Context: an optimization exercise on an open-source flow, tuned for small area and a short achievable clock period. The choices shown serve that exercise and are no tape-out recipe. Function was checked by simulation only, so behaviour that the tests miss may differ from the original.

==> flow/design.v (excerpt) <==
module mod (
    input logic clk,
    input logic reset,
    input logic [15:0] samp,
    output logic pull,
    output logic pdata
);
Size: roughly 1100 cells after synthesis, ~110 flip-flops, about 7600 sq um of cells after synthesis.
clock: 5.2 ns
lec_check: 0
abc_area: 1
cap_margin: 20
core_margin: 2
core_utilization: 40
setup_slack_margin: 2.8
slew_margin: 20
standard.sh (not shown) runs the stock make flow with config.mk's settings and CLKGATE_MAP_FILE= SYNTH_SCRIPT=/design/flow/synth_recipe.tcl, a recipe that flattens the netlist after the stock synthesis.
==> flow/flow/run.sh <==
#!/bin/bash
# The standard layout (the standard.sh), but without Yosys's full-adder
# extraction (ADDER_MAP_FILE empty): ABC then maps the adders itself, into
# faster gates than the fixed sky130 fa/ha cells. Registers are unchanged.
set -euo pipefail
bash standard.sh ADDER_MAP_FILE=  finish > standard_flow.log 2>&1
Edit:
--- a/flow/design.v
+++ b/flow/design.v
@@ -8,13 +8,13 @@
 );
     localparam logic [39:0] TH = 40'h00014CCCCC;
     logic [7:0]  cnt;
     logic [15:0] sv;
     logic [39:2] xb;
     logic [39:8] pb;
-    logic [0:0] q;
+    logic [1:0] q;
     logic [5:1] cx, cx_n;
     logic [3:1] cp, cp_n;
     logic        q_out;     
     logic        pull_r;    
     wire [5:0] d0_0 = xb[7:2];
     wire o0 = 1'b0;
@@ -187,15 +187,15 @@
     assign cx_n[5] = xs69[6];
     wire [8:0] xs70 = {1'b0, s63, s61, s59, s57, s55, s53, s51, s49} + {1'b0, c62, c60, c58, c56, c54, c52, c50, c48} + 9'(cx[5]);
     wire [6:0] ps71 = {1'b0, pb[13], pb[12], pb[11], pb[10], pb[9], pb[8]} + {1'b0, sv[5], sv[4], sv[3], sv[2], sv[1], sv[0]} + 7'(1'b0);
     assign cp_n[1] = ps71[6];
     wire [5:0] ps72 = {1'b0, pb[18], pb[17], pb[16], pb[15], pb[14]} + {1'b0, sv[10], sv[9], sv[8], sv[7], sv[6]} + 6'(cp[1]);
     assign cp_n[2] = ps72[5];
-    wire [6:0] ps73 = {1'b0, pb[24], pb[23], pb[22], pb[21], pb[20], pb[19]} + {1'b0, q[0], sv[15], sv[14], sv[13], sv[12], sv[11]} + 7'(cp[2]);
+    wire [6:0] ps73 = {1'b0, pb[24], pb[23], pb[22], pb[21], pb[20], pb[19]} + {1'b0, q[1], sv[15], sv[14], sv[13], sv[12], sv[11]} + 7'(cp[2]);
     assign cp_n[3] = ps73[6];
-    wire [15:0] ps74 = {1'b0, pb[39], pb[38], pb[37], pb[36], pb[35], pb[34], pb[33], pb[32], pb[31], pb[30], pb[29], pb[28], pb[27], pb[26], pb[25]} + {1'b0, q[0], q[0], q[0], q[0], q[0], q[0], q[0], q[0], q[0], q[0], q[0], q[0], q[0], q[0], q[0]} + 16'(cp[3]);
+    wire [15:0] ps74 = {1'b0, pb[39], pb[38], pb[37], pb[36], pb[35], pb[34], pb[33], pb[32], pb[31], pb[30], pb[29], pb[28], pb[27], pb[26], pb[25]} + {1'b0, q[1], q[1], q[1], q[1], q[1], q[1], q[1], q[1], q[1], q[1], q[1], q[1], q[1], q[1], q[1]} + 16'(cp[3]);
     wire [39:2] xb_n = {xs70[7], xs70[6], xs70[5], xs70[4], xs70[3], xs70[2], xs70[1], xs70[0], xs69[5], xs69[4], xs69[3], xs69[2], xs69[1], xs69[0], xs68[5], xs68[4], xs68[3], xs68[2], xs68[1], xs68[0], xs67[5], xs67[4], xs67[3], xs67[2], xs67[1], xs67[0], xs66[5], xs66[4], xs66[3], xs66[2], xs66[1], xs66[0], xs65[5], xs65[4], xs65[3], xs65[2], xs65[1], xs65[0]};
     wire [39:8] pb_n = {ps74[14], ps74[13], ps74[12], ps74[11], ps74[10], ps74[9], ps74[8], ps74[7], ps74[6], ps74[5], ps74[4], ps74[3], ps74[2], ps74[1], ps74[0], ps73[5], ps73[4], ps73[3], ps73[2], ps73[1], ps73[0], ps72[4], ps72[3], ps72[2], ps72[1], ps72[0], ps71[5], ps71[4], ps71[3], ps71[2], ps71[1], ps71[0]};
     always_ff @(posedge clk or posedge reset) begin
         if (reset) begin
             cnt <= 8'hFF;
             pull_r <= 1'b1;
@@ -212,12 +212,13 @@
             if (cnt == 8'hFF) sv <= samp;
             xb  <= xb_n;
             pb  <= pb_n;
             cx  <= cx_n;
             cp  <= cp_n;
             q[0] <= q[0] ? c1 : c0;
+            q[1] <= q[1] ? c1 : c0;
             q_out <= q_out ? c1 : c0;
         end
     end
     assign pull  = pull_r;
     assign pdata = q_out;
 endmodule
Critical path depth is unchanged.
Via count went up by 4.6%.
Count of clock-buffer cells in the layout went up by 1.
Final area went up by 0.66%.
Die area went up by 1.4%.
Cell count went up by 5.8%.
Setup slack gets better by 0.15 ns.
Routed wire length went up by 3.9%.
Non-clock buffer count went down by 5.
Global-route usage went up by 0.60 points.
Clock skew barely changes.
Sequential cell count went up by 1.
Worst hold slack gets better by 0.0063 ns.

-- port drivers added, routing unchanged --
No port has a modelled driver above. Below, the same layouts with a new extraction and two added sets of constraints. Step 1 sets driving cells, clkbuf_16 on the clock port and buf_2 on the other inputs (assumed; they add their load-dependent delay and slew). Step 2 also shifts input and output timing later by t, the mid clock arrival at the registers, as if the neighbouring blocks saw the same clock. a / b / c = ideal / step 1 / step 2; a / b = the first two.
| run | t, ns | slack for setup (ns) | worst setup path after step 2 | clock arrival spread, ns | worst data-port slew with drivers (ns) |
|---|---|---|---|---|---|
| the first run | 0.399 | 2.870 / 2.827 / 2.710 | input, reset recovery | 0.010 / 0.010 | 0.04 |
| the second run | 0.400 | 3.020 / 2.979 / 2.733 | input, reset recovery | 0.010 / 0.010 | 0.04 |
After both steps setup and hold are still met in every run listed. The setup slack of the second run, which loses most, moves by -0.041 ns with the drivers and by -0.287 ns with both steps. The worst setup slack also covers recovery checks on asynchronous resets.
